From an optimization exercise on the open Yosys and OpenROAD flow, aimed at small area and a short achievable clock period; shortcuts taken in it are not production practice.
The RTL was checked by simulation tests, not by an equivalence proof against the original design.
Power is estimated from default activity; no workload was simulated.

[design/flow/run.sh]
#!/bin/bash
# synth_recipe.tcl (not shown) runs the flow's synth.tcl, then flattens the netlist and writes it again
# the make line also repeats each setting of config.mk as NAME=value (left out here)
make -C /OpenROAD-flow-scripts/flow DESIGN_CONFIG=/design/flow/config.mk WORK_HOME=/design/flow/orfs CLKGATE_MAP_FILE= SYNTH_SCRIPT=/design/flow/synth_recipe.tcl finish
[design/flow/config.mk]
export PLATFORM = sky130hd
export DESIGN_NAME = core
export DESIGN_NICKNAME = core
export VERILOG_FILES = /design/flow/design.v
export SDC_FILE = /design/flow/constraint.sdc
export NUM_CORES = 4
export LEC_CHECK = 0
export CAP_MARGIN = 20
export CORE_MARGIN = 2
export CORE_UTILIZATION = 40
export SLEW_MARGIN = 20
[design/flow/constraint.sdc]
create_clock -name core_clock -period 11.0 [get_ports {clock}]
set_input_delay 2.2000 -clock core_clock [delete_from_list [all_inputs] [get_ports {clock}]]
set_output_delay 2.2000 -clock core_clock [all_outputs]
set_load 0.01 [all_outputs]
[design/flow/design.v]
module core(input clock,
	    input reset,
	    input [31:0] IF_instruction,
	    output [31:0] pc_register,
	    output [31:0] dmem_address,
	    output [31:0] dmem_write_data,
	    output dmem_write_enable,
	    output dmem_read_enable,
	    input [31:0] dmem_read_data,
	    output wb_enable,
	    output [4:0] wb_register,
	    output [31:0] wb_data);
	integer i;
	reg [31:0] pc;
	reg        id_jr, id_beq, id_we, id_load, id_store, id_use_imm;
	reg [1:0]  id_alu;           
	reg [4:0]  id_dst;
	reg [15:0] id_imm;
	reg [31:0] id_pc;
	reg [31:1] id_sel1, id_sel2;  
	reg        id_byp1, id_byp2;  
	reg        ex_we, ex_load, ex_store, ex_use_imm;
	reg [1:0]  ex_alu;
	reg [4:0]  ex_dst;
	reg [15:0] ex_imm;
	reg [31:0] ex_a, ex_b;
	reg        mem_we, mem_re, mem_dwe;
	reg [4:0]  mem_dst;
	reg [31:0] mem_res, mem_sd;
	reg        wb_en;
	reg [4:0]  wb_reg;
	reg [31:0] wb_val;
	reg [31:0] rf [1:31];
	reg [31:1] rf_valid;
	reg [31:1] rf_wen;
	always @(*) begin
		for (i = 1; i < 32; i = i + 1)
			rf_wen[i] = wb_en & (wb_reg == i);
	end
	always @(posedge clock) begin
		for (i = 1; i < 32; i = i + 1)
			if (rf_wen[i]) rf[i] <= wb_val;
	end
	always @(posedge clock or posedge reset) begin
		if (reset) rf_valid <= 0;
		else rf_valid <= rf_valid | rf_wen;
	end
	wire [5:0] f_op = IF_instruction[31:26];
	wire [5:0] f_fn = IF_instruction[5:0];
	wire [4:0] f_rs = IF_instruction[25:21];
	wire [4:0] f_rt = IF_instruction[20:16];
	wire [4:0] f_rd = IF_instruction[15:11];
	wire f_rtype = (f_op == 6'h0);
	wire f_add  = f_rtype & (f_fn == 6'b100000);
	wire f_and  = f_rtype & (f_fn == 6'b100100);
	wire f_sub  = f_rtype & (f_fn == 6'b100010);
	wire f_xor  = f_rtype & (f_fn == 6'b100110);
	wire f_jr   = f_rtype & (f_fn == 6'b001000);
	wire f_addi = (f_op == 6'b001000);
	wire f_andi = (f_op == 6'b001100);
	wire f_beq  = (f_op == 6'b000100);
	wire f_lw   = (f_op == 6'b100011);
	wire f_sw   = (f_op == 6'b101011);
	wire f_itype = f_addi | f_andi | f_lw | f_sw;
	wire f_we = f_add | f_and | f_sub | f_xor | f_addi | f_andi | f_lw;
	wire [31:1] rf_valid_next = rf_valid | rf_wen;
	reg [31:1] f_keep;
	reg [31:1] f_sel1, f_sel2;
	always @(*) begin
		for (i = 1; i < 32; i = i + 1) begin
			f_keep[i] = rf_valid_next[i] & ~(mem_we & (mem_dst == i));
			f_sel1[i] = (f_rs == i) & f_keep[i];
			f_sel2[i] = (f_rt == i) & f_keep[i];
		end
	end
	wire f_byp1 = mem_we & (mem_dst == f_rs) & (f_rs != 5'd0);
	wire f_byp2 = mem_we & (mem_dst == f_rt) & (f_rt != 5'd0);
	always @(posedge clock or posedge reset) begin
		if (reset) begin
			id_jr <= 0;
			id_beq <= 0;
			id_we <= 0;
			id_load <= 0;
			id_store <= 0;
		end else begin
			id_jr <= f_jr;
			id_beq <= f_beq;
			id_we <= f_we;
			id_load <= f_lw;
			id_store <= f_sw;
		end
	end
	always @(posedge clock) begin
		id_use_imm <= f_itype;
		id_alu <= {f_and | f_andi | f_xor, f_sub | f_xor};
		id_dst <= f_itype ? f_rt : f_rd;
		id_imm <= IF_instruction[15:0];
		id_pc <= pc;
		id_sel1 <= f_sel1;
		id_sel2 <= f_sel2;
		id_byp1 <= f_byp1;
		id_byp2 <= f_byp2;
	end
	reg [31:0] rd1, rd2;
	always @(*) begin
		rd1 = id_byp1 ? wb_val : 32'h0;
		rd2 = id_byp2 ? wb_val : 32'h0;
		for (i = 1; i < 32; i = i + 1) begin
			rd1 = rd1 | (id_sel1[i] ? rf[i] : 32'h0);
			rd2 = rd2 | (id_sel2[i] ? rf[i] : 32'h0);
		end
	end
	wire [31:0] br_target = id_pc + {{14{id_imm[15]}}, id_imm, 2'b00};
	wire taken = id_beq & (rd1 == rd2);
	always @(posedge clock or posedge reset) begin
		if (reset) pc <= 0;
		else if (id_jr) pc <= rd1;
		else if (taken) pc <= br_target;
		else pc <= pc + 32'd4;
	end
	always @(posedge clock or posedge reset) begin
		if (reset) begin
			ex_we <= 0;
			ex_load <= 0;
			ex_store <= 0;
		end else begin
			ex_we <= id_we;
			ex_load <= id_load;
			ex_store <= id_store;
		end
	end
	always @(posedge clock) begin
		ex_use_imm <= id_use_imm;
		ex_alu <= id_alu;
		ex_dst <= id_dst;
		ex_imm <= id_imm;
		ex_a <= rd1;
		ex_b <= rd2;
	end
	wire [31:0] opb = ex_use_imm ? {{16{ex_imm[15]}}, ex_imm} : ex_b;
	wire [31:0] opb_x = opb ^ {32{ex_alu[0]}};
	wire [32:0] sum = {ex_a, 1'b1} + {opb_x, ex_alu[0]};
	wire [31:0] res = ex_alu[1] ? (ex_alu[0] ? (ex_a ^ opb) : (ex_a & opb)) : sum[32:1];
	always @(posedge clock or posedge reset) begin
		if (reset) begin
			mem_we <= 0;
			mem_re <= 0;
			mem_dwe <= 0;
		end else begin
			mem_we <= ex_we;
			mem_re <= ex_we & ex_load;
			mem_dwe <= ex_store;
		end
	end
	always @(posedge clock) begin
		mem_dst <= ex_dst;
		mem_res <= res;
		mem_sd <= ex_b;
	end
	assign dmem_address = mem_res;
	assign dmem_write_data = mem_sd;
	assign dmem_write_enable = mem_dwe;
	assign dmem_read_enable = mem_re;
	always @(posedge clock or posedge reset) begin
		if (reset) wb_en <= 0;
		else wb_en <= mem_we;
	end
	always @(posedge clock) begin
		wb_reg <= mem_dst;
		wb_val <= mem_re ? dmem_read_data : mem_res;
	end
	assign wb_enable = wb_en;
	assign wb_register = wb_reg;
	assign wb_data = wb_val;
	assign pc_register = pc;
endmodule
==> flow_metrics.tcl, run 1 <==
set metrics [dict create \
    status "timing/DRC/antenna clean" \
    dominantRegCellSynth "edfxtp_1" \
    largest-register "rf" \
    slowest_stage "nor4_2" \
    layout_common_cells "edfxtp_1, a22oi_1, nand4_1, dfxtp_1, clkdlybuf4s50_1" \
    antenna_left 0 \
    hold_buffers 0 \
    core_um2 141000 \
    finalCritPeriodShare_pct 46.3 \
    antenna_found_initial 9 \
    h-tree-depth 4 \
    cp.arrival_ns 5.72 \
    grt_max_degree 61 \
    dp_hpwl_um 140000 \
    required_ns 11.62 \
    dr.pass1.iters 15 \
    dp.cells 6078 \
    rr_startpoint "id_sel1[9]" \
    worst_pin_slew_ns 1.23 \
    power_frac_comb_pct 7.4 \
    regArea_um2 38100 \
    synth_fa_ha_area_share_pct 2.08 \
    cts_tree "done" \
    power_frac_seq_pct 49.6 \
    yosys_warnings 2 \
    synthSimpleGateAreaFrac_pct 7.79 \
    nFillCells 12134 \
    p_per_area_nw_per_um2 176 \
    skew_ns 0.0341 \
    synth-async-reset-ratio_pct 5.43 \
    syn_area_um2 56900 \
    holdPathEnd "mem_dst[3]" \
    switchingPower_mw 2.77 \
    synth_top_family_by_area "compound AO/OA/AOI/OAI gates" \
    ir_drop_v 0.000145 \
    hold_start "ex_dst[3]" \
    instances_no_fill 6353 \
    crit_top_cell "buf_4" \
    min_path_cells 0 \
    relSlewSlack_pct 18.2 \
    internal_power_mw 8.91 \
    whs_ns 0.308 \
    critPathMaxFanout 52 \
    r2r-end "pc[30]" \
    num-nets-final 4496 \
    dieArea_um2 145000 \
    p_leak_nw 25.1 \
    rsz0062_at_grt "no" \
    clkPwrFrac_pct 43.0 \
    critical_path.max_stage_delay_ns 1.03 \
    syn_to_final_growth_pct 16.8 \
    final_common_cell "edfxtp_1" \
    worstSetupPathType "flop to flop" \
    grt_remaining_overflow 0 \
    grt_first_pass_wirelength_um 350000 \
    cts_setup_buffers 0 \
    ff2ff_setup_slack_ns 5.90 \
    ys_seq_area_share_pct 66.7 \
    path_clk_slew_ns 0.06 \
    clockBufferDepth 3 \
    synth.area.mux_share_pct 1.77 \
    cp_num_buf_inv 2 \
    multi_input_area_um2 17900 \
    die_w_um 381 \
    synth_edf_count 992 \
    root_buffer "clkbuf_16" \
    start_util_pct 40.2 \
    syn_area_per_cell_um2 13.8 \
    max_freq_ghz 0.196 \
    synth_cells 4110 \
    finalMaxSlewViolations 0 \
    min_path_type "flop to flop" \
    maxCapViolations 0 \
    grt_use_total_pct 34.8 \
    crit_family "simple AND/OR/NAND/NOR gates" \
    routedWlPerCell_um 41.1 \
    tns_ns 0 \
    startpoint_type "flop" \
    layout_min_cycle_time_ns 5.10 \
    route.vias.total 45997 \
    synth_xor_area_share_pct 2.29 \
    ys_ff_latch 1381 \
    endpoint_kind "flop" \
    p_sw_share_pct 23.7 \
    drt_iter0_drc 11044 \
    grt_pass1_vias 43367 \
    viasPerCell 7.24 \
    stdcell_area_um2 66400 \
    syn_nets 4270 \
    gp_congestion 0.946 \
    path_cells "buf_4 -> a22oi_1 -> nand4_1 -> nor4_2 -> xnor2_1 -> nor4_1 -> and3b_1 -> nand4b_1 -> or4b_2 -> buf_4 -> nor2_2 -> a41oi_1" \
    largest_register_ffs 992 \
    final_util_pct 47.0 \
    drc 0 \
    fp-row-count 138 \
    cts_resized 0 \
    ios 202 \
    place_area_um2 61600 \
    fp.dieH_um 381 \
    drive_gt1_share_pct 14.0 \
    cts_buffers 145 \
    wirelength_um 261000 \
    setup_viol 0 \
    io_buffers 201 \
    synth_compound_area_share_pct 17.0 \
    cts.sinks 1381 \
    finalHoldViolCount 0 \
    clk_latency_ns 0.81 \
    rr_worst_depth 12 \
    synth_cell_types 71 \
]
-- per-layer routing --
layer / up-vias / wire length (µm) / global-route usage, %
li1: 17245 / - / -
met2: 5159 / 106000 / 50.1
met5: - / 290 / 1.19
met1: 21950 / 86200 / 41.9
met3: 1629 / 45000 / 16.5
met4: 14 / 22900 / 21.4
-- per-stage QoR --
step / setup WS, ns / power [mW]
after global routing: 5.84 / 12.0
after global placement: 6.12 / 6.75
after CTS: 6.05 / 11.7
after detailed placement: 6.14 / 6.75
after floorplan: 6.89 / 6.39
final: 5.90 / 11.7
-- kinds of logic after synthesis --
family | Yosys count
xor+xnor | 149
buf+inv | 320
mux | 93
compound gates | 1312
simple gates | 761
fa+ha+maj | 94
flops | 1381
-- power by group through the flow --
| stage | Clock (mW) | Sequential, mW | Combinational [mW] |
|---|---|---|---|
| 6_report | 5.01 | 5.79 | 0.867 |
| 3_5_place_dp | 0 | 5.90 | 0.853 |
| 2_1_floorplan | 0 | 5.88 | 0.510 |
| 5_1_grt | 5.23 | 5.80 | 0.939 |
| 3_3_place_gp | 0 | 5.90 | 0.853 |
| 4_1_cts | 5.03 | 5.79 | 0.861 |
-- synth_stat cells (7+ instances only) --
cell | n | area share, %
nand4_1 | 251 | 2.8
edfxtp_1 | 992 | 52
xor2_1 | 77 | 1.2
ha_1 | 93 | 2.0
a21oi_1 | 71 | 0.62
nand2_1 | 53 | 0.35
inv_1 | 59 | 0.39
mux2_2 | 59 | 1.2
a211oi_1 | 14 | 0.18
dfrtp_1 | 75 | 3.3
xnor2_1 | 72 | 1.1
a221oi_2 | 16 | 0.42
clkbuf_1 | 143 | 0.94
a21o_1 | 29 | 0.38
and3_1 | 15 | 0.16
o21a_1 | 12 | 0.16
buf_2 | 73 | 0.64
nand3_1 | 49 | 0.43
nor3_1 | 66 | 0.58
nor4_1 | 46 | 0.51
mux2i_1 | 34 | 0.60
a22oi_1 | 982 | 13
o21ai_0 | 81 | 0.71
a221oi_1 | 19 | 0.29
or4_1 | 34 | 0.45
a31oi_1 | 9 | 0.099
nand2b_1 | 24 | 0.26
nor4_2 | 15 | 0.33
nor2b_1 | 13 | 0.14
o211ai_1 | 10 | 0.13
buf_1 | 43 | 0.28
or2_2 | 38 | 0.42
nor2_1 | 119 | 0.79
or3_1 | 7 | 0.077
dfxtp_1 | 314 | 11
a22o_1 | 26 | 0.40
-- how the worst max path moves through the flow --
stage / startpoint / endpoint / slack, ns / cells after the start
6_report: id_sel1[9] / pc[30] / 5.90 / 12
5_1_grt: id_sel1[9] / pc[30] / 5.84 / 12
4_1_cts: wb_val[4] / wb_data[4] / 6.05 / 1
3_5_place_dp: id_sel2[1] / pc[30] / 6.14 / 13
3_3_place_gp: id_sel2[1] / pc[30] / 6.12 / 13
2_1_floorplan: reset / ex_load / 6.89 / 1
-- worst reg2reg max path, stage by stage (launching register included) --
cell and delay [ns]:
dfxtp_2 0.47, buf_4 0.45, a22oi_1 0.32, nand4_1 0.16, nor4_2 1.03, xnor2_1 0.14
nor4_1 0.29, and3b_1 0.23, nand4b_1 0.09, or4b_2 0.64, buf_4 0.35, nor2_2 0.55
a41oi_1 0.21
-- final cells by class --
class / count / area share [%]
clock inverter: 80 / 1.18
multi-input combinational: 2409 / 26.9
clock buffer: 188 / 6.09
tap: 1890 / 3.56
sequential: 1381 / 57.3
inverter: 59 / 0.337
timing repair buffer: 340 / 4.60
antenna: 6 / 0.0226
==> run 2: changes to the inputs <==
--- a/design/flow/design.v
+++ b/design/flow/design.v
@@ -18,5 +18,5 @@
 	reg [15:0] id_imm;
 	reg [31:0] id_pc;
-	reg [31:1] id_sel1, id_sel2;  
+	reg [31:0] id_rd1, id_rd2;    
 	reg        id_byp1, id_byp2;  
 	reg        ex_we, ex_load, ex_store, ex_use_imm;
@@ -64,12 +64,15 @@
 	wire f_itype = f_addi | f_andi | f_lw | f_sw;
 	wire f_we = f_add | f_and | f_sub | f_xor | f_addi | f_andi | f_lw;
-	wire [31:1] rf_valid_next = rf_valid | rf_wen;
 	reg [31:1] f_keep;
-	reg [31:1] f_sel1, f_sel2;
+	reg [31:0] f_rd1, f_rd2;
 	always @(*) begin
+		f_rd1 = (wb_en & (wb_reg == f_rs)) ? wb_val : 32'h0;
+		f_rd2 = (wb_en & (wb_reg == f_rt)) ? wb_val : 32'h0;
+		if (f_rs == 5'd0) f_rd1 = 32'h0;
+		if (f_rt == 5'd0) f_rd2 = 32'h0;
 		for (i = 1; i < 32; i = i + 1) begin
-			f_keep[i] = rf_valid_next[i] & ~(mem_we & (mem_dst == i));
-			f_sel1[i] = (f_rs == i) & f_keep[i];
-			f_sel2[i] = (f_rt == i) & f_keep[i];
+			f_keep[i] = rf_valid[i] & ~rf_wen[i];
+			f_rd1 = f_rd1 | (((f_rs == i) & f_keep[i]) ? rf[i] : 32'h0);
+			f_rd2 = f_rd2 | (((f_rt == i) & f_keep[i]) ? rf[i] : 32'h0);
 		end
 	end
@@ -97,18 +100,11 @@
 		id_imm <= IF_instruction[15:0];
 		id_pc <= pc;
-		id_sel1 <= f_sel1;
-		id_sel2 <= f_sel2;
+		id_rd1 <= f_rd1;
+		id_rd2 <= f_rd2;
 		id_byp1 <= f_byp1;
 		id_byp2 <= f_byp2;
 	end
-	reg [31:0] rd1, rd2;
-	always @(*) begin
-		rd1 = id_byp1 ? wb_val : 32'h0;
-		rd2 = id_byp2 ? wb_val : 32'h0;
-		for (i = 1; i < 32; i = i + 1) begin
-			rd1 = rd1 | (id_sel1[i] ? rf[i] : 32'h0);
-			rd2 = rd2 | (id_sel2[i] ? rf[i] : 32'h0);
-		end
-	end
+	wire [31:0] rd1 = id_byp1 ? wb_val : id_rd1;
+	wire [31:0] rd2 = id_byp2 ? wb_val : id_rd2;
 	wire [31:0] br_target = id_pc + {{14{id_imm[15]}}, id_imm, 2'b00};
 	wire taken = id_beq & (rd1 == rd2);
==> run 2 against run 1 <==
- combinational power increased by about 10%
- via count rose by 1.4%
- first-iteration DRC count decreased by 6.6%
- critical path type is now primary input to flop
- clock power shrank 2%
- fmax is 5.0% higher
- still clean on timing, DRC and antenna
- worst hold slack better by 0.015 ns
- clock-buffer cell count grew 3
- worst setup slack gained 0.24 ns
- final area increased by 2.1%
- routed wire length grew 0.97%
- global-route usage is 0.066 points lower
==> flow_metrics.tcl, run 2 <==
set metrics [dict create \
    syn_nets 4430 \
    min_path_type "flop to flop" \
    dp.cells 6275 \
    multi_input_area_um2 19200 \
    grt_pass1_vias 43947 \
    rsz0062_at_grt "no" \
    cts_tree "done" \
    final_common_cell "edfxtp_1" \
    layout_common_cells "edfxtp_1, a22oi_1, dfxtp_1, clkdlybuf4s50_1, a22o_1" \
    synth-async-reset-ratio_pct 5.42 \
    largest_register_ffs 992 \
    nFillCells 12511 \
    gp_congestion 0.957 \
    drt_iter0_drc 10314 \
    worstSetupPathType "primary input to flop" \
    start_util_pct 40.4 \
    place_area_um2 63100 \
    p_per_area_nw_per_um2 172 \
    synth.most_common_cell "edfxtp_1" \
    power_mw 11.7 \
    wirelength_um 263000 \
    ff2ff_setup_slack_ns 6.29 \
    rr_worst_depth 10 \
    synth_top_area_share_pct 51.3 \
    io_buffers 201 \
    p_leak_nw 25.6 \
    stdcell_area_um2 67900 \
    maxCapViolations 0 \
    ir_drop_v 0.000144 \
    clockBufferDepth 3 \
    cts_buffers 143 \
    post_synth_most_frequent_cells "edfxtp_1, a22oi_1, dfxtp_1" \
    fp-row-count 139 \
    finalMaxSlewViolations 0 \
    yosysTopAreaCell "edfxtp_1" \
    synth_cell_types 76 \
    instances_no_fill 6536 \
    max_freq_ghz 0.206 \
    root_buffer "clkbuf_16" \
    r2r-end "pc[24]" \
    syn_area_um2 58100 \
    grt_remaining_overflow 0 \
    setup.worst_path.start "IF_instruction[19]" \
    ios 202 \
    finalHoldViolCount 0 \
    antenna_found_initial 7 \
    final_util_pct 47.2 \
    cp-endpoint "id_rd2[15]" \
    drc 0 \
    synth_cells 4270 \
    endpoint_kind "flop" \
    layout_min_cycle_time_ns 4.85 \
    viasPerCell 7.14 \
    hold_buffers 0 \
    critPathMaxFanout 28 \
    clk_latency_ns 0.79 \
    tns_ns 0 \
    relSlewSlack_pct 18.0 \
    dominantRegCellSynth "edfxtp_1" \
    largest-register "rf" \
    syn_area_per_cell_um2 13.6 \
    num-nets-final 4677 \
    antenna_left 0 \
    synth_edf_count 992 \
    dp_hpwl_um 141000 \
    die_w_um 385 \
    cts.sinks 1383 \
    core_um2 144000 \
    ys_ff_latch 1383 \
    path_clk_slew_ns 0.06 \
    dieArea_um2 148000 \
    syn_to_final_growth_pct 16.8 \
    skew_ns 0.0305 \
    yosys_warnings 2 \
    dr.pass1.iters 11 \
    startpoint_type "primary input" \
    grt_first_pass_wirelength_um 355000 \
    rr_startpoint "id_byp1" \
    grt_max_degree 65 \
    ys_seq_area_share_pct 65.4 \
    status "timing/DRC/antenna clean" \
    h-tree-depth 4 \
    synth_area_leaders "edfxtp_1, dfxtp_1, a22oi_1" \
    cts_resized 0 \
    routedWlPerCell_um 40.3 \
    setup_viol 0 \
    required_ns 11.72 \
    cp.arrival_ns 5.58 \
    grt_use_total_pct 34.7 \
    worst_pin_slew_ns 1.23 \
    fp.dieH_um 385 \
    route.vias.total 46649 \
    regArea_um2 38000 \
    cts_setup_buffers 0 \
    finalCritPeriodShare_pct 44.1 \
    drive_gt1_share_pct 14.0 \
]
run 2: logic make-up (layout without fill, tap and decap cells):
kind of cell | count (synthesis) | count (layout) | share of synthesized area (%)
xor+xnor | 180 | 180 | 2.71
other cells | 0 | 4 | 0
flops | 1383 | 1383 | 65.4
buf+inv | 331 | 690 | 2.29
mux | 159 | 159 | 3.03
simple gates | 801 | 801 | 7.24
compound gates | 1322 | 1322 | 17.3
fa+ha+maj | 94 | 94 | 2.04
run 2: worst max-delay path: stages:
cell and delay (ns):
clkdlybuf4s50_1 0.61, or3_1 0.56, nor3_2 0.79, buf_4 0.80, a22o_1 0.26, a221oi_1 0.05, nand4_1 0.13, or3_1 0.11
run 2: worst min-delay path by stage:
stage / startpoint / end / cells after the start
global placement: id_dst[0] / ex_dst[0] / 0
floorplan: id_alu[0] / ex_alu[0] / 0
detailed placement: id_dst[3] / ex_dst[3] / 0
CTS: ex_dst[4] / mem_dst[4] / 0
global route: ex_dst[4] / mem_dst[4] / 0
finish: ex_dst[4] / mem_dst[4] / 0
run 2: layout make-up:
cell class | instances | area share [%]
inverters | 67 | 0.384
well taps | 1903 | 3.51
flip-flops and latches | 1383 | 56.0
multi-input cells | 2556 | 28.4
clock buffers | 191 | 6.01
repair buffers | 366 | 4.79
clock inverters | 66 | 0.924
diodes | 4 | 0.0148
run 2: power by group:
part           internal (mW)  switching, mW  leakage, nW
logic                  0.426          0.532         8.69
registers               5.70          0.135         14.7
clock network           2.82           2.09         2.30
total                   8.95           2.75         25.6
run 2: layer usage:
| layer | track usage (%) | routed length (µm) | vias to the layer above |
|---|---|---|---|
| met2 | 49.6 | 108000 | 5040 |
| li1 | - | - | 17809 |
| met3 | 16.7 | 45700 | 1377 |
| met5 | 0.877 | 193 | - |
| met1 | 41.9 | 88700 | 22412 |
| met4 | 21.6 | 21200 | 11 |
run 2: through the flow:
stage               setup slack [ns]  hold slack (ns)
floorplan                       6.76            0.310
global placement                5.70            0.311
detailed placement              5.65            0.312
CTS                             6.25            0.324
global route                    6.09            0.331
finish                          6.15            0.323
==> run 3: changes to the inputs <==
--- a/design/flow/design.v
+++ b/design/flow/design.v
@@ -19,10 +19,8 @@
 	reg [31:0] id_pc;
 	reg [31:0] id_rd1, id_rd2;    
-	reg        id_byp1, id_byp2;  
-	reg        ex_we, ex_load, ex_store, ex_use_imm;
+	reg        ex_we, ex_load, ex_store, ex_cin;
 	reg [1:0]  ex_alu;
 	reg [4:0]  ex_dst;
-	reg [15:0] ex_imm;
-	reg [31:0] ex_a, ex_b;
+	reg [31:0] ex_p, ex_g, ex_sd;
 	reg        mem_we, mem_re, mem_dwe;
 	reg [4:0]  mem_dst;
@@ -34,11 +32,12 @@
 	reg [31:1] rf_valid;
 	reg [31:1] rf_wen;
+	wire [31:0] mem_wd = mem_re ? dmem_read_data : mem_res;
 	always @(*) begin
 		for (i = 1; i < 32; i = i + 1)
-			rf_wen[i] = wb_en & (wb_reg == i);
+			rf_wen[i] = mem_we & (mem_dst == i);
 	end
 	always @(posedge clock) begin
 		for (i = 1; i < 32; i = i + 1)
-			if (rf_wen[i]) rf[i] <= wb_val;
+			if (rf_wen[i]) rf[i] <= mem_wd;
 	end
 	always @(posedge clock or posedge reset) begin
@@ -67,6 +66,6 @@
 	reg [31:0] f_rd1, f_rd2;
 	always @(*) begin
-		f_rd1 = (wb_en & (wb_reg == f_rs)) ? wb_val : 32'h0;
-		f_rd2 = (wb_en & (wb_reg == f_rt)) ? wb_val : 32'h0;
+		f_rd1 = (mem_we & (mem_dst == f_rs)) ? mem_wd : 32'h0;
+		f_rd2 = (mem_we & (mem_dst == f_rt)) ? mem_wd : 32'h0;
 		if (f_rs == 5'd0) f_rd1 = 32'h0;
 		if (f_rt == 5'd0) f_rd2 = 32'h0;
@@ -77,6 +76,4 @@
 		end
 	end
-	wire f_byp1 = mem_we & (mem_dst == f_rs) & (f_rs != 5'd0);
-	wire f_byp2 = mem_we & (mem_dst == f_rt) & (f_rt != 5'd0);
 	always @(posedge clock or posedge reset) begin
 		if (reset) begin
@@ -102,9 +99,7 @@
 		id_rd1 <= f_rd1;
 		id_rd2 <= f_rd2;
-		id_byp1 <= f_byp1;
-		id_byp2 <= f_byp2;
 	end
-	wire [31:0] rd1 = id_byp1 ? wb_val : id_rd1;
-	wire [31:0] rd2 = id_byp2 ? wb_val : id_rd2;
+	wire [31:0] rd1 = id_rd1;
+	wire [31:0] rd2 = id_rd2;
 	wire [31:0] br_target = id_pc + {{14{id_imm[15]}}, id_imm, 2'b00};
 	wire taken = id_beq & (rd1 == rd2);
@@ -126,16 +121,36 @@
 		end
 	end
+	wire [31:0] opb = id_use_imm ? {{16{id_imm[15]}}, id_imm} : rd2;
+	wire [31:0] opb_x = opb ^ {32{id_alu[0] & ~id_alu[1]}};
 	always @(posedge clock) begin
-		ex_use_imm <= id_use_imm;
 		ex_alu <= id_alu;
 		ex_dst <= id_dst;
-		ex_imm <= id_imm;
-		ex_a <= rd1;
-		ex_b <= rd2;
+		ex_cin <= id_alu[0] & ~id_alu[1];
+		ex_p <= rd1 ^ opb_x;
+		ex_g <= rd1 & opb_x;
+		ex_sd <= rd2;
 	end
-	wire [31:0] opb = ex_use_imm ? {{16{ex_imm[15]}}, ex_imm} : ex_b;
-	wire [31:0] opb_x = opb ^ {32{ex_alu[0]}};
-	wire [32:0] sum = {ex_a, 1'b1} + {opb_x, ex_alu[0]};
-	wire [31:0] res = ex_alu[1] ? (ex_alu[0] ? (ex_a ^ opb) : (ex_a & opb)) : sum[32:1];
+	reg [31:0] kg [0:5];
+	reg [31:0] kp [0:5];
+	integer l;
+	always @(*) begin
+		kg[0] = ex_g;
+		kp[0] = ex_p;
+		kg[0][0] = ex_g[0] | (ex_p[0] & ex_cin);
+		for (l = 0; l < 5; l = l + 1) begin
+			for (i = 0; i < 32; i = i + 1) begin
+				if (i >= (1 << l)) begin
+					kg[l+1][i] = kg[l][i] | (kp[l][i] & kg[l][i - (1 << l)]);
+					kp[l+1][i] = kp[l][i] & kp[l][i - (1 << l)];
+				end else begin
+					kg[l+1][i] = kg[l][i];
+					kp[l+1][i] = kp[l][i];
+				end
+			end
+		end
+	end
+	wire [31:0] carry = {kg[5][30:0], ex_cin};
+	wire [31:0] sum = ex_p ^ carry;
+	wire [31:0] res = ex_alu[1] ? (ex_alu[0] ? ex_p : ex_g) : sum;
 	always @(posedge clock or posedge reset) begin
 		if (reset) begin
@@ -152,5 +167,5 @@
 		mem_dst <= ex_dst;
 		mem_res <= res;
-		mem_sd <= ex_b;
+		mem_sd <= ex_sd;
 	end
 	assign dmem_address = mem_res;
@@ -164,5 +179,5 @@
 	always @(posedge clock) begin
 		wb_reg <= mem_dst;
-		wb_val <= mem_re ? dmem_read_data : mem_res;
+		wb_val <= mem_wd;
 	end
 	assign wb_enable = wb_en;
==> design/flow/flow/run.sh (new file) <==
#!/bin/bash
set -euo pipefail
bash standard.sh SETUP_SLACK_MARGIN=7.5 finish > standard_flow.log 2>&1
==> design/flow/standard.sh (new file) <==
#!/bin/bash
# synth_recipe.tcl (not shown) runs the flow's synth.tcl, then flattens the netlist and writes it again
# the make line also repeats each setting of config.mk as NAME=value (left out here)
make -C /OpenROAD-flow-scripts/flow DESIGN_CONFIG=/design/flow/config.mk WORK_HOME=/design/flow/orfs CLKGATE_MAP_FILE= SYNTH_SCRIPT=/design/flow/synth_recipe.tcl "${@:-finish}"
removed: design/flow/run.sh
==> run 3 against run 2 <==
- still clean on timing, DRC and antenna
- non-clock buffer count up 120
- sequential cell count increased by 14
- worst hold slack worse by 0.0024 ns
- clock power is 4.7% higher
- combinational power grew 47%
- total power is 8.2% higher
- clock-buffer cell count is 4 higher
- final area increased by 2.6%
- critical path depth grew 4
- synthesized cell count is 3.7% lower
- sequential power grew 4.8%
- via count is 1.4% higher
==> flow_metrics.tcl, run 3 <==
set metrics [dict create \
    grt_remaining_overflow 0 \
    final_common_cell "edfxtp_1" \
    ios 202 \
    synth_area_leaders "edfxtp_1, dfxtp_1, a22oi_1" \
    start_util_pct 40.4 \
    endpoint_kind "flop" \
    clockBufferDepth 3 \
    skew_ns 0.0348 \
    pre_cts_slack_ns 5.21 \
    post_synth_most_frequent_cells "edfxtp_1, a22oi_1, dfxtp_1" \
    p_per_area_nw_per_um2 182 \
    ys_seq_area_share_pct 67.8 \
    routedWlPerCell_um 42.1 \
    syn_to_final_growth_pct 23.3 \
    root_buffer "clkbuf_16" \
    syn_area_um2 56500 \
    grt_max_degree 57 \
    dominantRegCellSynth "edfxtp_1" \
    ff2ff_setup_slack_ns 7.30 \
    rr_worst_depth 12 \
    r2r-end "mem_res[30]" \
    viasPerCell 7.28 \
    clk_latency_ns 0.80 \
    rr_startpoint "ex_cin" \
    syn_nets 4245 \
    whs_ns 0.320 \
    layout_common_cells "edfxtp_1, a22oi_1, dfxtp_1, buf_4, nand4_1" \
    synth-async-reset-ratio_pct 5.37 \
    rsz0062_at_grt "yes" \
    yosys_warnings 4 \
    die_w_um 380 \
    worst_pin_slew_ns 1.20 \
    grt_pass1_vias 43541 \
    status "timing/DRC/antenna clean" \
    dr.pass1.iters 12 \
    fp-row-count 137 \
    num-nets-final 4622 \
    grt_use_total_pct 36.0 \
    syn_area_per_cell_um2 13.7 \
    synth_cells 4114 \
    fp.dieH_um 380 \
    critPathMaxFanout 4 \
    drive_gt1_share_pct 22.8 \
    synth_cell_types 72 \
    hold_buffers 0 \
    grt_first_pass_wirelength_um 360000 \
    maxCapViolations 0 \
    setup.worst_path.start "ex_cin" \
    cts_buffers 149 \
    tns_ns 0 \
    cts.sinks 1397 \
    required_ns 11.57 \
    drt_iter0_drc 10714 \
    startpoint_type "flop" \
    ir_drop_v 0.000183 \
    core_um2 140000 \
    setup_viol 0 \
    min_path_type "flop to flop" \
    dieArea_um2 144000 \
    gp_congestion 0.930 \
    finalCritPeriodShare_pct 33.7 \
    worstSetupPathType "flop to flop" \
    route.vias.total 47317 \
    antenna_found_initial 11 \
    instances_no_fill 6502 \
    antenna_left 0 \
    cp.arrival_ns 4.28 \
    dp_hpwl_um 141000 \
    largest_register_ffs 992 \
    synth_top_area_share_pct 52.8 \
    p_leak_nw 24.8 \
    synth.most_common_cell "edfxtp_1" \
    h-tree-depth 4 \
    wirelength_um 274000 \
    io_buffers 201 \
    finalMaxSlewViolations 0 \
    drc 0 \
    synth_edf_count 992 \
    largest-register "rf" \
    dp.cells 6061 \
    max_freq_ghz 0.270 \
    cts_tree "done" \
    finalHoldViolCount 0 \
    yosysTopAreaCell "edfxtp_1" \
    worst_slack_ns 7.30 \
    ys_ff_latch 1397 \
    path_clk_slew_ns 0.06 \
    layout_min_cycle_time_ns 3.70 \
    relSlewSlack_pct 20.3 \
    cp-endpoint "mem_res[30]" \
]
[run 3: cell types whose count changed after synthesis, sizes merged, moves of 23 or more]
cell	before	now
a221oi	190	116
a222oi	32	66
a22o	190	122
a22oi	587	653
buf	80	53
clkbuf	184	207
ha	93	64
inv	67	37
mux2	112	47
nand3	83	114
nor4	14	38
xor2	103	50
[run 3: worst min-delay path by stage]
stage                         start          to  slack, ns  cells past startpoint
final                     ex_sd[16]  mem_sd[16]       0.32                      0
after global placement    id_dst[3]   ex_dst[3]       0.31                      0
after global routing      ex_sd[27]  mem_sd[27]       0.33                      0
after detailed placement  ex_sd[14]  mem_sd[14]       0.31                      0
after CTS                 ex_sd[16]  mem_sd[16]       0.32                      0
after floorplan           id_dst[0]   ex_dst[0]       0.31                      0
[run 3: kinds of logic (layout without fill, tap and decap cells)]
| group | after synthesis | after routing | synth area share (%) |
|---|---|---|---|
| AOI/OAI and AO/OA | 1298 | 1298 | 17.4 |
| xor gates and xnor gates | 124 | 124 | 1.92 |
| adders and majority gates | 65 | 65 | 1.45 |
| buffers and inverters | 300 | 799 | 2.04 |
| DFF | 1397 | 1397 | 67.8 |
| muxes | 74 | 74 | 1.42 |
| other | 0 | 13 | 0 |
| and+or+nand+nor | 856 | 856 | 7.98 |
[run 3: area by class of cell]
class	instances	area [µm²]
sequential	1397	38400
inverter	40	159
fill	11810	70200
tap	1876	2350
clock inverter	78	763
clock buffer	195	4180
multi-input combinational	2417	18900
antenna	13	32.5
timing repair buffer	486	4860
[run 3: worst max-delay path, stage by stage (launching register included)]
cell      delay [ns]
dfxtp_2         0.31
ha_2            0.17
or2_4           0.23
ha_4            0.15
o211ai_1        0.17
nand2_1         0.14
a311o_1         0.41
o21ai_4         0.29
a21oi_4         0.12
o41ai_4         0.34
nand3_1         0.11
o31a_1          0.12
o211ai_1        0.89
[run 3: power by group]
group	internal, mW	switching, mW	total (mW)
clock network	2.98	2.16	5.14
logic	0.580	0.829	1.41
registers	5.93	0.186	6.11
[run 3: repair_timing]
item | CTS | global route
setup endpoints to repair | 256 | 106
endpoints found under the hold margin | 0 | 0
cloned | 1 | 9
gates resized for setup | 893 | 174
setup buffers | 82 | 63
pin swaps | 21 | 37
[run 3: stage by stage]
stage | area, µm² | utilization, % | total power, mW
after global placement | 62000 | 44.3 | 7.43
after detailed placement | 62000 | 44.3 | 7.45
after CTS | 68000 | 48.6 | 12.6
after floorplan | 58000 | - | 6.87
after global routing | 69600 | 49.8 | 13.0
final | 69600 | 49.8 | 12.7
[run 3: per-layer routing]
layer,global-route usage (%),up-vias,share of wire [%]
li1,-,17614,-
met1,44.1,22802,33
met2,51.4,5314,41
met3,15.9,1579,17
met4,23.6,8,9.0
met5,0.132,-,0.037
==> run 4: changes to the inputs <==
--- a/design/flow/design.v
+++ b/design/flow/design.v
@@ -15,5 +15,5 @@
 	reg        id_jr, id_beq, id_we, id_load, id_store, id_use_imm;
 	reg [1:0]  id_alu;           
-	reg [4:0]  id_dst;
+	reg [4:0]  id_rt;
 	reg [15:0] id_imm;
 	reg [31:0] id_pc;
@@ -49,5 +49,4 @@
 	wire [4:0] f_rs = IF_instruction[25:21];
 	wire [4:0] f_rt = IF_instruction[20:16];
-	wire [4:0] f_rd = IF_instruction[15:11];
 	wire f_rtype = (f_op == 6'h0);
 	wire f_add  = f_rtype & (f_fn == 6'b100000);
@@ -94,5 +93,5 @@
 		id_use_imm <= f_itype;
 		id_alu <= {f_and | f_andi | f_xor, f_sub | f_xor};
-		id_dst <= f_itype ? f_rt : f_rd;
+		id_rt <= f_rt;
 		id_imm <= IF_instruction[15:0];
 		id_pc <= pc;
@@ -125,5 +124,5 @@
 	always @(posedge clock) begin
 		ex_alu <= id_alu;
-		ex_dst <= id_dst;
+		ex_dst <= id_use_imm ? id_rt : id_imm[15:11];
 		ex_cin <= id_alu[0] & ~id_alu[1];
 		ex_p <= rd1 ^ opb_x;
==> run 4 against run 3 <==
- synthesized cell count shrank 0.17%
- worst setup slack better by 0.15 ns
- synthesized area barely moved
- critical path type is now flop to output port
- critical endpoint is now pc_register[28]
- largest power group unchanged
- highest routed layer unchanged
==> flow_metrics.tcl, run 4 <==
set metrics [dict create \
    place_area_um2 62200 \
    grt_use_total_pct 35.4 \
    internal_power_mw 9.65 \
    synth_cell_types 76 \
    p_leak_nw 24.5 \
    post_synth_most_frequent_cells "edfxtp_1, a22oi_1, dfxtp_1" \
    synth.area.mux_share_pct 1.51 \
    viasPerCell 7.24 \
    p_per_area_nw_per_um2 186 \
    syn_area_per_cell_um2 13.7 \
    cts_buffers 151 \
    worstSetupPathType "flop to output port" \
    dr.pass1.iters 11 \
    power_mw 12.8 \
    antenna_found_initial 9 \
    layout_common_cells "edfxtp_1, a22oi_1, dfxtp_1, nand2_1, clkbuf_16" \
    instances_no_fill 6437 \
    nFillCells 11971 \
    drive_gt1_share_pct 21.9 \
    start_util_pct 40.4 \
    switchingPower_mw 3.19 \
    grt_max_degree 72 \
    cts_tree "done" \
    dp_hpwl_um 139000 \
    tns_ns 0 \
    synth_cells 4107 \
    power_frac_comb_pct 10.6 \
    yosys_warnings 4 \
    syn_to_final_growth_pct 22.0 \
    core_um2 140000 \
    ys_seq_area_share_pct 67.9 \
    grt_first_pass_wirelength_um 355000 \
    clockBufferDepth 3 \
    dieArea_um2 144000 \
    h-tree-depth 4 \
    required_ns 8.80 \
    whs_ns 0.323 \
    setup_viol 0 \
    path_clk_slew_ns 0.06 \
    synth_fa_ha_area_share_pct 1.46 \
    cp_num_buf_inv 1 \
    max_freq_ghz 0.282 \
    wirelength_um 265000 \
    path_cells "buf_6" \
    clk_latency_ns 0.79 \
    die_w_um 380 \
    num-nets-final 4548 \
    relSlewSlack_pct 21.9 \
    antenna_left 0 \
    fp.dieH_um 380 \
    synth_area_leaders "edfxtp_1, dfxtp_1, a22oi_1" \
    layout_min_cycle_time_ns 3.55 \
    finalCritPeriodShare_pct 32.3 \
    largest-register "rf" \
    yosysTopAreaCell "edfxtp_1" \
    stdcell_area_um2 68800 \
    ys_ff_latch 1397 \
    finalHoldViolCount 0 \
    finalMaxSlewViolations 0 \
    synth.most_common_cell "edfxtp_1" \
    routedWlPerCell_um 41.2 \
    maxCapViolations 0 \
    ios 202 \
    drt_iter0_drc 9993 \
    hold_buffers 0 \
    rsz0062_at_grt "yes" \
    grt_remaining_overflow 0 \
    worst_pin_slew_ns 1.17 \
    startpoint_type "flop" \
    synthSimpleGateAreaFrac_pct 8.00 \
    drc 0 \
    pre_cts_slack_ns 5.14 \
    worst_slack_ns 7.45 \
    crit_family "flip-flops" \
    synth_top_family_by_area "compound AO/OA/AOI/OAI gates" \
    synth_edf_count 992 \
    final_util_pct 49.3 \
    synth-async-reset-ratio_pct 5.37 \
    skew_ns 0.0324 \
    min_path_type "flop to flop" \
    slowest_stage "dfrtp_2" \
    dp.cells 6055 \
    final_common_cell "edfxtp_1" \
    gp_congestion 0.942 \
    fp-row-count 137 \
    critical_path.max_stage_delay_ns 0.44 \
    grt_pass1_vias 43117 \
    root_buffer "clkbuf_16" \
    cts.sinks 1397 \
    clkPwrFrac_pct 41.7 \
    power_frac_seq_pct 47.7 \
    synth_xor_area_share_pct 1.88 \
    io_buffers 201 \
    status "timing/DRC/antenna clean" \
    ir_drop_v 0.000128 \
    syn_nets 4238 \
    p_sw_share_pct 24.8 \
    route.vias.total 46572 \
    endpoint_kind "output port" \
    critPathMaxFanout 5 \
    dominantRegCellSynth "edfxtp_1" \
    largest_register_ffs 992 \
    synth_top_area_share_pct 52.8 \
    synth_compound_area_share_pct 17.3 \
    syn_area_um2 56400 \
    cp.arrival_ns 1.35 \
]
## run 4: power groups by stage
stage | Combinational [mW] | Sequential, mW | Clock, mW
2_1_floorplan | 0.700 | 6.19 | 0
3_3_place_gp | 1.20 | 6.25 | 0
3_5_place_dp | 1.21 | 6.26 | 0
4_1_cts | 1.32 | 6.11 | 5.37
5_1_grt | 1.47 | 6.13 | 5.58
6_report | 1.37 | 6.12 | 5.35
## run 4: final timing paths
kind,cells past startpoint,slack (ns),endpoint,startpoint
worst min register to register,0,0.32,mem_sd[21],ex_sd[21]
worst max register to register,10,7.59,id_rd2[15],mem_dst[2]
max in group asynchronous,3,7.95,rf_valid[5],reset
min in group asynchronous,2,1.96,mem_dwe,reset
worst min-delay path,0,0.32,mem_sd[21],ex_sd[21]
worst max-delay path,1,7.45,pc_register[28],pc[28]
## run 4: final cells by class
cell class | instances | area (µm²) | area share (%)
flip-flops and latches | 1397 | 38400 | 55.7
multi-input cells | 2428 | 18800 | 27.3
diodes | 15 | 37.5 | 0.0545
clock inverters | 84 | 990 | 1.44
inverters | 26 | 103 | 0.149
clock buffers | 198 | 4240 | 6.17
well taps | 1876 | 2350 | 3.41
repair buffers | 413 | 3930 | 5.71
## run 4: what timing repair did
| action | in CTS | in global routing |
|---|---|---|
| setup endpoints to repair | 201 | 102 |
| pin swaps | 9 | 15 |
| gates resized for setup | 847 | 131 |
| gates cloned | 1 | 1 |
| hold endpoints to repair | 0 | 0 |
| buffers inserted | 65 | 18 |
## run 4: logic make-up (layout without fill, tap and decap cells)
logic type,Yosys count,count (layout)
xor+xnor,121,121
fa+ha+maj,65,65
mux,79,79
flops,1397,1397
simple gates,874,874
buf+inv,282,721
other cells,0,15
compound gates,1289,1289
## run 4: metal layers
metal | share of wire (%) | wire length, µm | GRT usage [%]
met1 | 34 | 90200 | 43.7
met2 | 41 | 110000 | 51.3
met3 | 17 | 44100 | 15.2
met4 | 7.9 | 21000 | 21.1
met5 | 0.0079 | 21 | 0
==> run 5: changes to the inputs <==
==> design/flow/run.sh (new file) <==
#!/bin/bash
# synth_recipe.tcl (not shown) runs the flow's synth.tcl, then flattens the netlist and writes it again
# the make line also repeats each setting of config.mk as NAME=value (left out here)
make -C /OpenROAD-flow-scripts/flow DESIGN_CONFIG=/design/flow/config.mk WORK_HOME=/design/flow/orfs CLKGATE_MAP_FILE= SYNTH_SCRIPT=/design/flow/synth_recipe.tcl finish
removed: design/flow/flow/run.sh
removed: design/flow/standard.sh
==> run 5 against run 4 <==
- routed wire length down 1.6%
- sequential cell count did not move
- non-clock buffer count shrank 76
- fmax decreased by 28%
- first-iteration DRC count grew 5.1%
- critical path depth up 8
- global-route usage down 0.39 points
- final area shrank 3.8%
- synthesized cell count unchanged
- total power decreased by 3.2%
- sequential share of layout area increased by 2.1 points
- synthesized area did not move
==> flow_metrics.tcl, run 5 <==
set metrics [dict create \
    status "timing/DRC/antenna clean" \
    clockBufferDepth 3 \
    drt_iter0_drc 10507 \
    viasPerCell 7.23 \
    skew_ns 0.0274 \
    synth_area_leaders "edfxtp_1, dfxtp_1, a22oi_1" \
    stdcell_area_um2 66200 \
    yosys_warnings 4 \
    h-tree-depth 4 \
    critical_path.max_stage_delay_ns 0.91 \
    finalCritPeriodShare_pct 45.0 \
    finalHoldViolCount 0 \
    slowest_stage "nor3_2" \
    cts.sinks 1397 \
    rsz0062_at_grt "no" \
    path_cells "clkdlybuf4s50_1 -> nand3b_1 -> nor3_2 -> buf_4 -> a22o_1 -> a221oi_1 -> nand3_1 -> nor4_1 -> nand2_1" \
    yosysTopAreaCell "edfxtp_1" \
    post_synth_most_frequent_cells "edfxtp_1, a22oi_1, dfxtp_1" \
    ios 202 \
    regArea_um2 38300 \
    clk_latency_ns 0.79 \
    fp-row-count 137 \
    setup_viol 0 \
    antenna_found_initial 12 \
    ir_drop_v 0.000170 \
    p_leak_nw 22.7 \
    die_w_um 380 \
    largest_register_ffs 992 \
    critPathMaxFanout 27 \
    cts_resized 0 \
    place_area_um2 61300 \
    cts_tree "done" \
    wirelength_um 261000 \
    cp_num_buf_inv 2 \
    synth_cells 4107 \
    relSlewSlack_pct 6.76 \
    drc 0 \
    rr_worst_depth 11 \
    grt_use_total_pct 35.0 \
    ys_ff_latch 1397 \
    layout_common_cells "edfxtp_1, a22oi_1, dfxtp_1, nand2_1, clkdlybuf4s50_1" \
    hold_buffers 0 \
    path_depth 9 \
    grt_pass1_vias 42828 \
    root_buffer "clkbuf_16" \
    grt_first_pass_wirelength_um 351000 \
    crit_family "buffers and inverters" \
    grt_max_degree 62 \
    gp_congestion 0.942 \
    dominantRegCellSynth "edfxtp_1" \
    dieArea_um2 144000 \
    maxCapViolations 0 \
    multi_input_area_um2 17600 \
    dr.pass1.iters 14 \
    cts_setup_buffers 0 \
    io_buffers 201 \
    finalMaxSlewViolations 0 \
    start_util_pct 40.4 \
    routedWlPerCell_um 41.1 \
    synth_top_area_share_pct 52.8 \
    synth_cell_types 76 \
    syn_nets 4238 \
    antenna_left 0 \
    largest-register "rf" \
    synth-async-reset-ratio_pct 5.37 \
    required_ns 11.72 \
    fp.dieH_um 380 \
    final_util_pct 47.4 \
    worst_pin_slew_ns 1.40 \
    num-nets-final 4469 \
    startpoint_type "primary input" \
    final_common_cell "edfxtp_1" \
    syn_area_um2 56400 \
    synth.most_common_cell "edfxtp_1" \
    cts_buffers 148 \
    grt_remaining_overflow 0 \
    max_freq_ghz 0.202 \
    min_path_type "flop to flop" \
    route.vias.total 45854 \
    nFillCells 12089 \
    synth_edf_count 992 \
    worstSetupPathType "primary input to flop" \
    path_clk_slew_ns 0.07 \
    syn_to_final_growth_pct 17.4 \
    cp.arrival_ns 5.67 \
    syn_area_per_cell_um2 13.7 \
    layout_min_cycle_time_ns 4.95 \
    core_um2 140000 \
    tns_ns 0 \
    dp_hpwl_um 141000 \
    min_path_cells 0 \
    ys_seq_area_share_pct 67.9 \
    drive_gt1_share_pct 13.0 \
    endpoint_kind "flop" \
    p_per_area_nw_per_um2 188 \
]
==> run 5: path summary, 6_finish.rpt <==
path | end | slack, ns | startpoint
min in group asynchronous | wb_en | 1.84 | reset
worst max register to register | id_rd1[19] | 6.73 | mem_dst[1]
worst max-delay path | id_rd2[28] | 6.05 | IF_instruction[17]
worst min register to register | mem_sd[14] | 0.32 | ex_sd[14]
worst min-delay path | mem_sd[14] | 0.32 | ex_sd[14]
max in group asynchronous | pc[23] | 8.11 | reset
==> run 5: final cells by class <==
class | count | share of cell area (%)
inverters | 26 | 0.153
clock buffers | 180 | 6.15
flip-flops and latches | 1397 | 57.8
well taps | 1876 | 3.54
multi-input cells | 2428 | 26.5
diodes | 6 | 0.0227
repair buffers | 337 | 4.58
clock inverters | 93 | 1.24
==> run 5: cells by family (layout without fill, tap and decap cells) <==
| group | count (synthesis) | after routing | share of synthesized area, % |
|---|---|---|---|
| compound gates | 1289 | 1289 | 17.3 |
| buf+inv | 282 | 636 | 1.95 |
| xor+xnor | 121 | 121 | 1.88 |
| simple gates | 874 | 874 | 8.00 |
| fa+ha+maj | 65 | 65 | 1.46 |
| mux | 79 | 79 | 1.51 |
| flops | 1397 | 1397 | 67.9 |
| other cells | 0 | 6 | 0 |
==> run 5: per-stage QoR <==
step                      worst slack (ns)  total power, mW  hold slack, ns  instances
after floorplan                       6.77             6.86           0.310       4107
after global placement                5.57             7.44           0.311       6064
after detailed placement              5.56             7.45           0.312       6064
after CTS                             6.31             12.4           0.307       6337
after global routing                  6.18             12.8           0.327       6338
final                                 6.05             12.4           0.320       6343
==> run 5: metal layers <==
layer,global-route usage (%),up-vias,share of wire (%)
met2,50.0,5165,41
met3,15.5,1490,17
met1,43.3,21956,34
met4,21.6,8,8.3
met5,0.595,-,0.050
li1,-,17235,-
==> run 5: power breakdown <==
part / switching, mW / total, mW / internal, mW / leakage (nW)
clock: 2.17 / 5.06 / 2.89 / 2.38
combinational: 0.710 / 1.21 / 0.504 / 7.47
sequential: 0.229 / 6.15 / 5.92 / 12.9
==> run 6: changes to the inputs <==
--- a/design/flow/design.v
+++ b/design/flow/design.v
@@ -15,8 +15,8 @@
 	reg        id_jr, id_beq, id_we, id_load, id_store, id_use_imm;
 	reg [1:0]  id_alu;           
-	reg [4:0]  id_rt;
+	reg [4:0]  id_dst;
 	reg [15:0] id_imm;
 	reg [31:0] id_pc;
-	reg [31:0] id_rd1, id_rd2;    
+	reg [31:1] id_sel1, id_sel2;  
 	reg        ex_we, ex_load, ex_store, ex_cin;
 	reg [1:0]  ex_alu;
@@ -32,4 +32,5 @@
 	reg [31:1] rf_valid;
 	reg [31:1] rf_wen;
+	wire [31:1] rf_valid_next = rf_valid | rf_wen;
 	wire [31:0] mem_wd = mem_re ? dmem_read_data : mem_res;
 	always @(*) begin
@@ -43,5 +44,5 @@
 	always @(posedge clock or posedge reset) begin
 		if (reset) rf_valid <= 0;
-		else rf_valid <= rf_valid | rf_wen;
+		else rf_valid <= rf_valid_next;
 	end
 	wire [5:0] f_op = IF_instruction[31:26];
@@ -49,4 +50,5 @@
 	wire [4:0] f_rs = IF_instruction[25:21];
 	wire [4:0] f_rt = IF_instruction[20:16];
+	wire [4:0] f_rd = IF_instruction[15:11];
 	wire f_rtype = (f_op == 6'h0);
 	wire f_add  = f_rtype & (f_fn == 6'b100000);
@@ -62,15 +64,9 @@
 	wire f_itype = f_addi | f_andi | f_lw | f_sw;
 	wire f_we = f_add | f_and | f_sub | f_xor | f_addi | f_andi | f_lw;
-	reg [31:1] f_keep;
-	reg [31:0] f_rd1, f_rd2;
+	reg [31:1] f_sel1, f_sel2;
 	always @(*) begin
-		f_rd1 = (mem_we & (mem_dst == f_rs)) ? mem_wd : 32'h0;
-		f_rd2 = (mem_we & (mem_dst == f_rt)) ? mem_wd : 32'h0;
-		if (f_rs == 5'd0) f_rd1 = 32'h0;
-		if (f_rt == 5'd0) f_rd2 = 32'h0;
 		for (i = 1; i < 32; i = i + 1) begin
-			f_keep[i] = rf_valid[i] & ~rf_wen[i];
-			f_rd1 = f_rd1 | (((f_rs == i) & f_keep[i]) ? rf[i] : 32'h0);
-			f_rd2 = f_rd2 | (((f_rt == i) & f_keep[i]) ? rf[i] : 32'h0);
+			f_sel1[i] = (f_rs == i) & rf_valid_next[i];
+			f_sel2[i] = (f_rt == i) & rf_valid_next[i];
 		end
 	end
@@ -93,12 +89,19 @@
 		id_use_imm <= f_itype;
 		id_alu <= {f_and | f_andi | f_xor, f_sub | f_xor};
-		id_rt <= f_rt;
+		id_dst <= f_itype ? f_rt : f_rd;
 		id_imm <= IF_instruction[15:0];
 		id_pc <= pc;
-		id_rd1 <= f_rd1;
-		id_rd2 <= f_rd2;
+		id_sel1 <= f_sel1;
+		id_sel2 <= f_sel2;
 	end
-	wire [31:0] rd1 = id_rd1;
-	wire [31:0] rd2 = id_rd2;
+	reg [31:0] rd1, rd2;
+	always @(*) begin
+		rd1 = 32'h0;
+		rd2 = 32'h0;
+		for (i = 1; i < 32; i = i + 1) begin
+			rd1 = rd1 | (id_sel1[i] ? rf[i] : 32'h0);
+			rd2 = rd2 | (id_sel2[i] ? rf[i] : 32'h0);
+		end
+	end
 	wire [31:0] br_target = id_pc + {{14{id_imm[15]}}, id_imm, 2'b00};
 	wire taken = id_beq & (rd1 == rd2);
@@ -124,5 +127,5 @@
 	always @(posedge clock) begin
 		ex_alu <= id_alu;
-		ex_dst <= id_use_imm ? id_rt : id_imm[15:11];
+		ex_dst <= id_dst;
 		ex_cin <= id_alu[0] & ~id_alu[1];
 		ex_p <= rd1 ^ opb_x;
==> design/flow/flow/run.sh (new file) <==
#!/bin/bash
set -euo pipefail
bash standard.sh SETUP_SLACK_MARGIN=7.5 finish > standard_flow.log 2>&1
==> design/flow/standard.sh (new file) <==
#!/bin/bash
# synth_recipe.tcl (not shown) runs the flow's synth.tcl, then flattens the netlist and writes it again
# the make line also repeats each setting of config.mk as NAME=value (left out here)
make -C /OpenROAD-flow-scripts/flow DESIGN_CONFIG=/design/flow/config.mk WORK_HOME=/design/flow/orfs CLKGATE_MAP_FILE= SYNTH_SCRIPT=/design/flow/synth_recipe.tcl "${@:-finish}"
removed: design/flow/run.sh
==> run 6 against run 5 <==
- synthesized area is 1.5% lower
- critical path depth up 4
- final area is 2.6% higher
- die area shrank 1.5%
- worst hold slack improved by 0.0052 ns
- sequential power decreased by 1%
- clock skew up 0.018 ns
- clock-buffer cell count increased by 11
- final cell count decreased by 0.93%
- highest routed layer unchanged
- clock power hardly changed
- fmax grew 29%
==> flow_metrics.tcl, run 6 <==
set metrics [dict create \
    r2r-end "pc[1]" \
    min_path_type "flop to flop" \
    io_buffers 201 \
    drc 0 \
    yosysTopAreaCell "edfxtp_1" \
    tns_ns 0 \
    post_synth_most_frequent_cells "edfxtp_1, a22oi_1, dfxtp_1" \
    syn_area_per_cell_um2 14.1 \
    max_freq_ghz 0.261 \
    dieArea_um2 142000 \
    cts.sinks 1395 \
    place_area_um2 59900 \
    drt_iter0_drc 11972 \
    layout_min_cycle_time_ns 3.84 \
    dominantRegCellSynth "edfxtp_1" \
    syn_to_final_growth_pct 22.3 \
    path_clk_slew_ns 0.06 \
    synth.area.mux_share_pct 1.30 \
    finalMaxSlewViolations 0 \
    synth_cell_types 70 \
    drive_gt1_share_pct 21.1 \
    hold_start "id_dst[2]" \
    start_util_pct 40.4 \
    root_buffer "clkbuf_16" \
    nFillCells 11594 \
    ff2ff_setup_slack_ns 7.16 \
    syn_area_um2 55600 \
    ios 202 \
    yosys_warnings 4 \
    grt_max_degree 53 \
    ir_drop_v 0.000173 \
    required_ns 11.68 \
    stdcell_area_um2 68000 \
    whs_ns 0.325 \
    antenna_found_initial 30 \
    num-nets-final 4478 \
    layout_common_cells "edfxtp_1, a22oi_1, dfxtp_1, nand3_1, buf_4" \
    synth_xor_area_share_pct 1.89 \
    synth-async-reset-ratio_pct 5.38 \
    synthSimpleGateAreaFrac_pct 7.19 \
    grt_remaining_overflow 0 \
    cp.arrival_ns 4.52 \
    clockBufferDepth 3 \
    core_um2 138000 \
    cts_tree "done" \
    synth_cells 3952 \
    min_path_cells 0 \
    gp_congestion 0.948 \
    rr_worst_depth 13 \
    ys_ff_latch 1395 \
    wirelength_um 279000 \
    fp-row-count 136 \
    instances_no_fill 6284 \
    finalCritPeriodShare_pct 34.9 \
    dr.pass1.iters 13 \
    setup_viol 0 \
    grt_first_pass_wirelength_um 366000 \
    pre_cts_slack_ns 6.06 \
    worstSetupPathType "flop to flop" \
    grt_pass1_vias 43495 \
    grt_use_total_pct 37.9 \
    p_leak_nw 24.4 \
    synth_top_family_by_area "compound AO/OA/AOI/OAI gates" \
    route.vias.total 47485 \
    dp.cells 5809 \
    endpoint_kind "flop" \
    status "timing/DRC/antenna clean" \
    relSlewSlack_pct 17.0 \
    p_per_area_nw_per_um2 185 \
    syn_nets 4083 \
    synth.most_common_cell "edfxtp_1" \
    ys_seq_area_share_pct 68.8 \
    fp.dieH_um 377 \
    die_w_um 377 \
    skew_ns 0.0451 \
    h-tree-depth 4 \
    routedWlPerCell_um 44.3 \
    multi_input_area_um2 16800 \
    clk_latency_ns 0.84 \
    holdPathEnd "ex_dst[2]" \
    final_common_cell "edfxtp_1" \
    hold_buffers 0 \
    startpoint_type "flop" \
    synth_fa_ha_area_share_pct 1.48 \
    maxCapViolations 0 \
    viasPerCell 7.56 \
    critPathMaxFanout 32 \
    synth_edf_count 992 \
    synth_top_area_share_pct 53.6 \
    regArea_um2 38500 \
    antenna_left 0 \
    worst_slack_ns 7.16 \
    setup.worst_path.start "id_sel1[9]" \
    worst_pin_slew_ns 1.25 \
    rr_startpoint "id_sel1[9]" \
    rsz0062_at_grt "yes" \
    synth_area_leaders "edfxtp_1, dfxtp_1, a22oi_1" \
    finalHoldViolCount 0 \
    largest_register_ffs 992 \
    cts_buffers 146 \
    largest-register "rf" \
    dp_hpwl_um 139000 \
    synth_compound_area_share_pct 17.1 \
]
run 6: cell count changes after synthesis, moves of 31 or more:
cell      change
inv_1        +34
a22o_1       +32
clkbuf_1     -62
nor4_1       -35
nand2_1     -122
or4_1        +63
a221oi_1     +36
o21ai_0      -31
a22oi_1      -71
nand4_1      -86
nor2_1       +50
nand3_1     +108
run 6: routing by layer:
metal	global-route usage (%)	wire, µm	vias up	part of all wire (%)
met2	52.3	110000	5771	39
met3	20.3	50200	2005	18
met5	0.480	434	-	0.16
li1	-	-	17000	-
met1	44.3	88900	22677	32
met4	27.8	29400	32	11
run 6: cells by family after synthesis:
| kind of cell | count (synthesis) |
|---|---|
| mux | 67 |
| flops | 1395 |
| compound gates | 1227 |
| simple gates | 777 |
| fa+ha+maj | 65 |
| xor+xnor | 120 |
| buf+inv | 301 |
run 6: final cells by class:
cell class	count	area share, %
Sequential cell	1395	56.6
Multi-Input combinational cell	2256	24.8
Timing Repair Buffer	488	7.77
Clock buffer	191	5.86
Tap cell	1794	3.30
Clock inverter	76	1.22
Inverter	60	0.337
Antenna cell	24	0.0884
run 6: metrics by stage:
step | util, % | total power, mW
final | 49.4 | 12.6
after global routing | 49.3 | 12.9
after CTS | 49.0 | 12.5
after detailed placement | 43.5 | 7.44
after global placement | 43.5 | 7.44
after floorplan | - | 6.85
run 6: repair_timing:
item | 4_1_cts | 5_1_grt
pin swaps | 50 | 42
endpoints found under the setup margin | 173 | 82
gates cloned | 21 | 2
resized for setup | 916 | 43
buffers inserted | 132 | 29
run 6: worst max-delay path, cell delays in order (launching register included):
cell and delay (ns):
dfxtp_2 0.32, buf_8 0.26, a222oi_1 0.49, nand3_1 0.14, or4_4 0.62, xor2_2 0.20, nor4_4 0.40, nand4_1 0.31
nor3_4 0.24, buf_12 0.17, buf_12 0.12, buf_16 0.14, mux2i_1 0.19, o21ai_1 0.07
run 6: worst max-delay path by stage:
stage	to	slack, ns	cells after the start
2_1_floorplan	id_dst[2]	7.58	4
3_3_place_gp	pc[8]	6.01	12
3_5_place_dp	pc[14]	6.06	12
4_1_cts	pc_register[11]	7.35	1
5_1_grt	pc[1]	7.21	14
6_report	pc[1]	7.16	13
run 6: where the power goes:
group          switching, mW  internal (mW)  leakage, nW
logic                  0.851          0.581         9.25
clock network           2.16           2.90         2.33
registers              0.146           5.92         12.8
total                   3.16           9.39         24.4
==> run 7: changes to the inputs <==
--- a/design/flow/design.v
+++ b/design/flow/design.v
@@ -15,5 +15,5 @@
 	reg        id_jr, id_beq, id_we, id_load, id_store, id_use_imm;
 	reg [1:0]  id_alu;           
-	reg [4:0]  id_dst;
+	reg [4:0]  id_rt;
 	reg [15:0] id_imm;
 	reg [31:0] id_pc;
@@ -89,5 +89,5 @@
 		id_use_imm <= f_itype;
 		id_alu <= {f_and | f_andi | f_xor, f_sub | f_xor};
-		id_dst <= f_itype ? f_rt : f_rd;
+		id_rt <= f_rt;
 		id_imm <= IF_instruction[15:0];
 		id_pc <= pc;
@@ -127,5 +127,5 @@
 	always @(posedge clock) begin
 		ex_alu <= id_alu;
-		ex_dst <= id_dst;
+		ex_dst <= id_use_imm ? id_rt : id_imm[15:11];
 		ex_cin <= id_alu[0] & ~id_alu[1];
 		ex_p <= rd1 ^ opb_x;
==> run 7 against run 6 <==
- routed wire length shrank 2.1%
- synthesized cell count is 0.25% lower
- core utilization up 0.76 points
- sequential cell count stayed put
- worst setup slack improved by 0.097 ns
- final cell count increased by 2.1%
- total power increased by 3.1%
- critical path type unchanged
==> flow_metrics.tcl, run 7 <==
set metrics [dict create \
    viasPerCell 7.23 \
    syn_area_per_cell_um2 14.2 \
    setup_viol 0 \
    finalHoldViolCount 0 \
    fp.dieH_um 378 \
    place_area_um2 60300 \
    clockBufferDepth 3 \
    yosysTopAreaCell "edfxtp_1" \
    maxCapViolations 0 \
    max_freq_ghz 0.267 \
    antenna_found_initial 16 \
    layout_common_cells "edfxtp_1, a22oi_1, nand3_1, buf_4, dfxtp_1" \
    h-tree-depth 4 \
    switchingPower_mw 3.32 \
    synth_area_leaders "edfxtp_1, dfxtp_1, a22oi_1" \
    ys_ff_latch 1395 \
    largest-register "rf" \
    path_clk_slew_ns 0.06 \
    dr.pass1.iters 17 \
    clk_latency_ns 0.84 \
    startpoint_type "flop" \
    finalMaxSlewViolations 0 \
    fp-row-count 137 \
    internal_power_mw 9.63 \
    syn_nets 4073 \
    min_path_type "flop to flop" \
    p_sw_share_pct 25.6 \
    synth-async-reset-ratio_pct 5.38 \
    yosys_warnings 4 \
    die_w_um 378 \
    stdcell_area_um2 69700 \
    skew_ns 0.0484 \
    grt_remaining_overflow 0 \
    num-nets-final 4540 \
    power_mw 12.9 \
    ff2ff_setup_slack_ns 7.26 \
    start_util_pct 40.1 \
    clkPwrFrac_pct 41.4 \
    critPathMaxFanout 19 \
    antenna_left 0 \
    worstSetupPathType "flop to flop" \
    synth_top_area_share_pct 53.4 \
    layout_min_cycle_time_ns 3.74 \
    rsz0062_at_grt "yes" \
    wirelength_um 273000 \
    synth.most_common_cell "edfxtp_1" \
    cp.arrival_ns 4.42 \
    dieArea_um2 143000 \
    largest_register_ffs 992 \
    drive_gt1_share_pct 24.6 \
    p_per_area_nw_per_um2 186 \
    cts_tree "done" \
    synth_edf_count 992 \
    endpoint_kind "flop" \
    finalCritPeriodShare_pct 34.0 \
    routedWlPerCell_um 42.5 \
    ys_seq_area_share_pct 68.5 \
    worst_pin_slew_ns 1.11 \
    relSlewSlack_pct 26.0 \
    synth_cells 3942 \
    whs_ns 0.325 \
    root_buffer "clkbuf_16" \
    route.vias.total 46375 \
    grt_use_total_pct 37.2 \
    tns_ns 0 \
    grt_pass1_vias 43162 \
    drc 0 \
    ir_drop_v 0.000164 \
    grt_max_degree 52 \
    cts_buffers 150 \
    p_leak_nw 25.2 \
    drt_iter0_drc 11409 \
    nFillCells 11708 \
    gp_congestion 0.971 \
    cts.sinks 1395 \
    dp_hpwl_um 146000 \
    post_synth_most_frequent_cells "edfxtp_1, a22oi_1, dfxtp_1" \
    power_frac_seq_pct 46.9 \
    synth_cell_types 72 \
    ios 202 \
    core_um2 139000 \
    final_common_cell "edfxtp_1" \
    syn_to_final_growth_pct 24.8 \
    status "timing/DRC/antenna clean" \
    grt_first_pass_wirelength_um 361000 \
    io_buffers 201 \
    required_ns 11.68 \
    dominantRegCellSynth "edfxtp_1" \
    syn_area_um2 55800 \
    power_frac_comb_pct 11.6 \
    instances_no_fill 6415 \
    dp.cells 5891 \
]
## run 7: logic make-up (layout without fill, tap and decap cells)
family	count (synthesis)	after routing	share of synthesized area, %
compound gates	1231	1231	17.3
xor+xnor	117	117	1.84
fa+ha+maj	65	65	1.47
buf+inv	295	887	2.25
flops	1395	1395	68.5
mux	69	69	1.32
other cells	0	5	0
simple gates	770	770	7.29
## run 7: layer usage
metal | track usage, % | vias to the layer above | part of all wire [%]
met1 | 44.5 | 22427 | 33
met4 | 25.0 | 22 | 9.2
met5 | 1.34 | - | 0.20
met3 | 17.5 | 1627 | 17
met2 | 52.8 | 5178 | 40
li1 | - | 17121 | -
## run 7: critical path, stage by stage (launching register included)
cell and delay (ns):
dfxtp_4 0.49, buf_12 0.25, a221oi_4 0.38, nand3_2 0.12, or4_4 0.65, xor2_4 0.25, nor4_2 0.28, nand4_1 0.17
nor3_4 0.20, buf_12 0.17, buf_12 0.12, buf_16 0.14, mux2i_4 0.24, o21ai_2 0.07
## run 7: repair_timing
action                                 in CTS  in global routing
gates resized for setup                   980                125
buffers inserted                          139                 81
endpoints found under the hold margin       0                  0
hold buffers                                0                  0
setup endpoints to repair                 173                 93
gates cloned                               15                  7
pin swaps                                  68                 80
## run 7: worst paths after layout
kind                             from           end  cells after the start
setup / recovery           id_sel2[2]        pc[17]                     13
hold / removal              ex_sd[22]    mem_sd[22]                      0
setup reg to reg           id_sel2[2]        pc[17]                     13
hold reg to reg             ex_sd[22]    mem_sd[22]                      0
max in group asynchronous       reset        pc[23]                      3
min in group asynchronous       reset  rf_valid[17]                      2
## run 7: power by group through the flow
stage | Combinational [mW] | Clock (mW) | Sequential (mW)
after floorplan | 0.704 | 0 | 6.18
after global placement | 1.27 | 0 | 6.21
after detailed placement | 1.27 | 0 | 6.21
after CTS | 1.43 | 5.38 | 6.07
after global routing | 1.61 | 5.59 | 6.09
final | 1.50 | 5.36 | 6.07
## run 7: area by class of cell
| type | count | area (µm²) | area share (%) |
|---|---|---|---|
| timing repair buffer | 549 | 5970 | 8.57 |
| sequential | 1395 | 38500 | 55.3 |
| clock buffer | 184 | 4050 | 5.82 |
| multi-input combinational | 2252 | 17300 | 24.9 |
| clock inverter | 93 | 1190 | 1.71 |
| tap | 1876 | 2350 | 3.37 |
| antenna | 5 | 12.5 | 0.0180 |
| inverter | 61 | 233 | 0.334 |
## run 7: through the flow
step	utilization [%]	setup slack, ns
floorplan	-	7.82
global placement	43.3	5.99
detailed placement	43.3	5.97
CTS	49.1	7.32
global route	50.1	7.27
finish	50.1	7.26
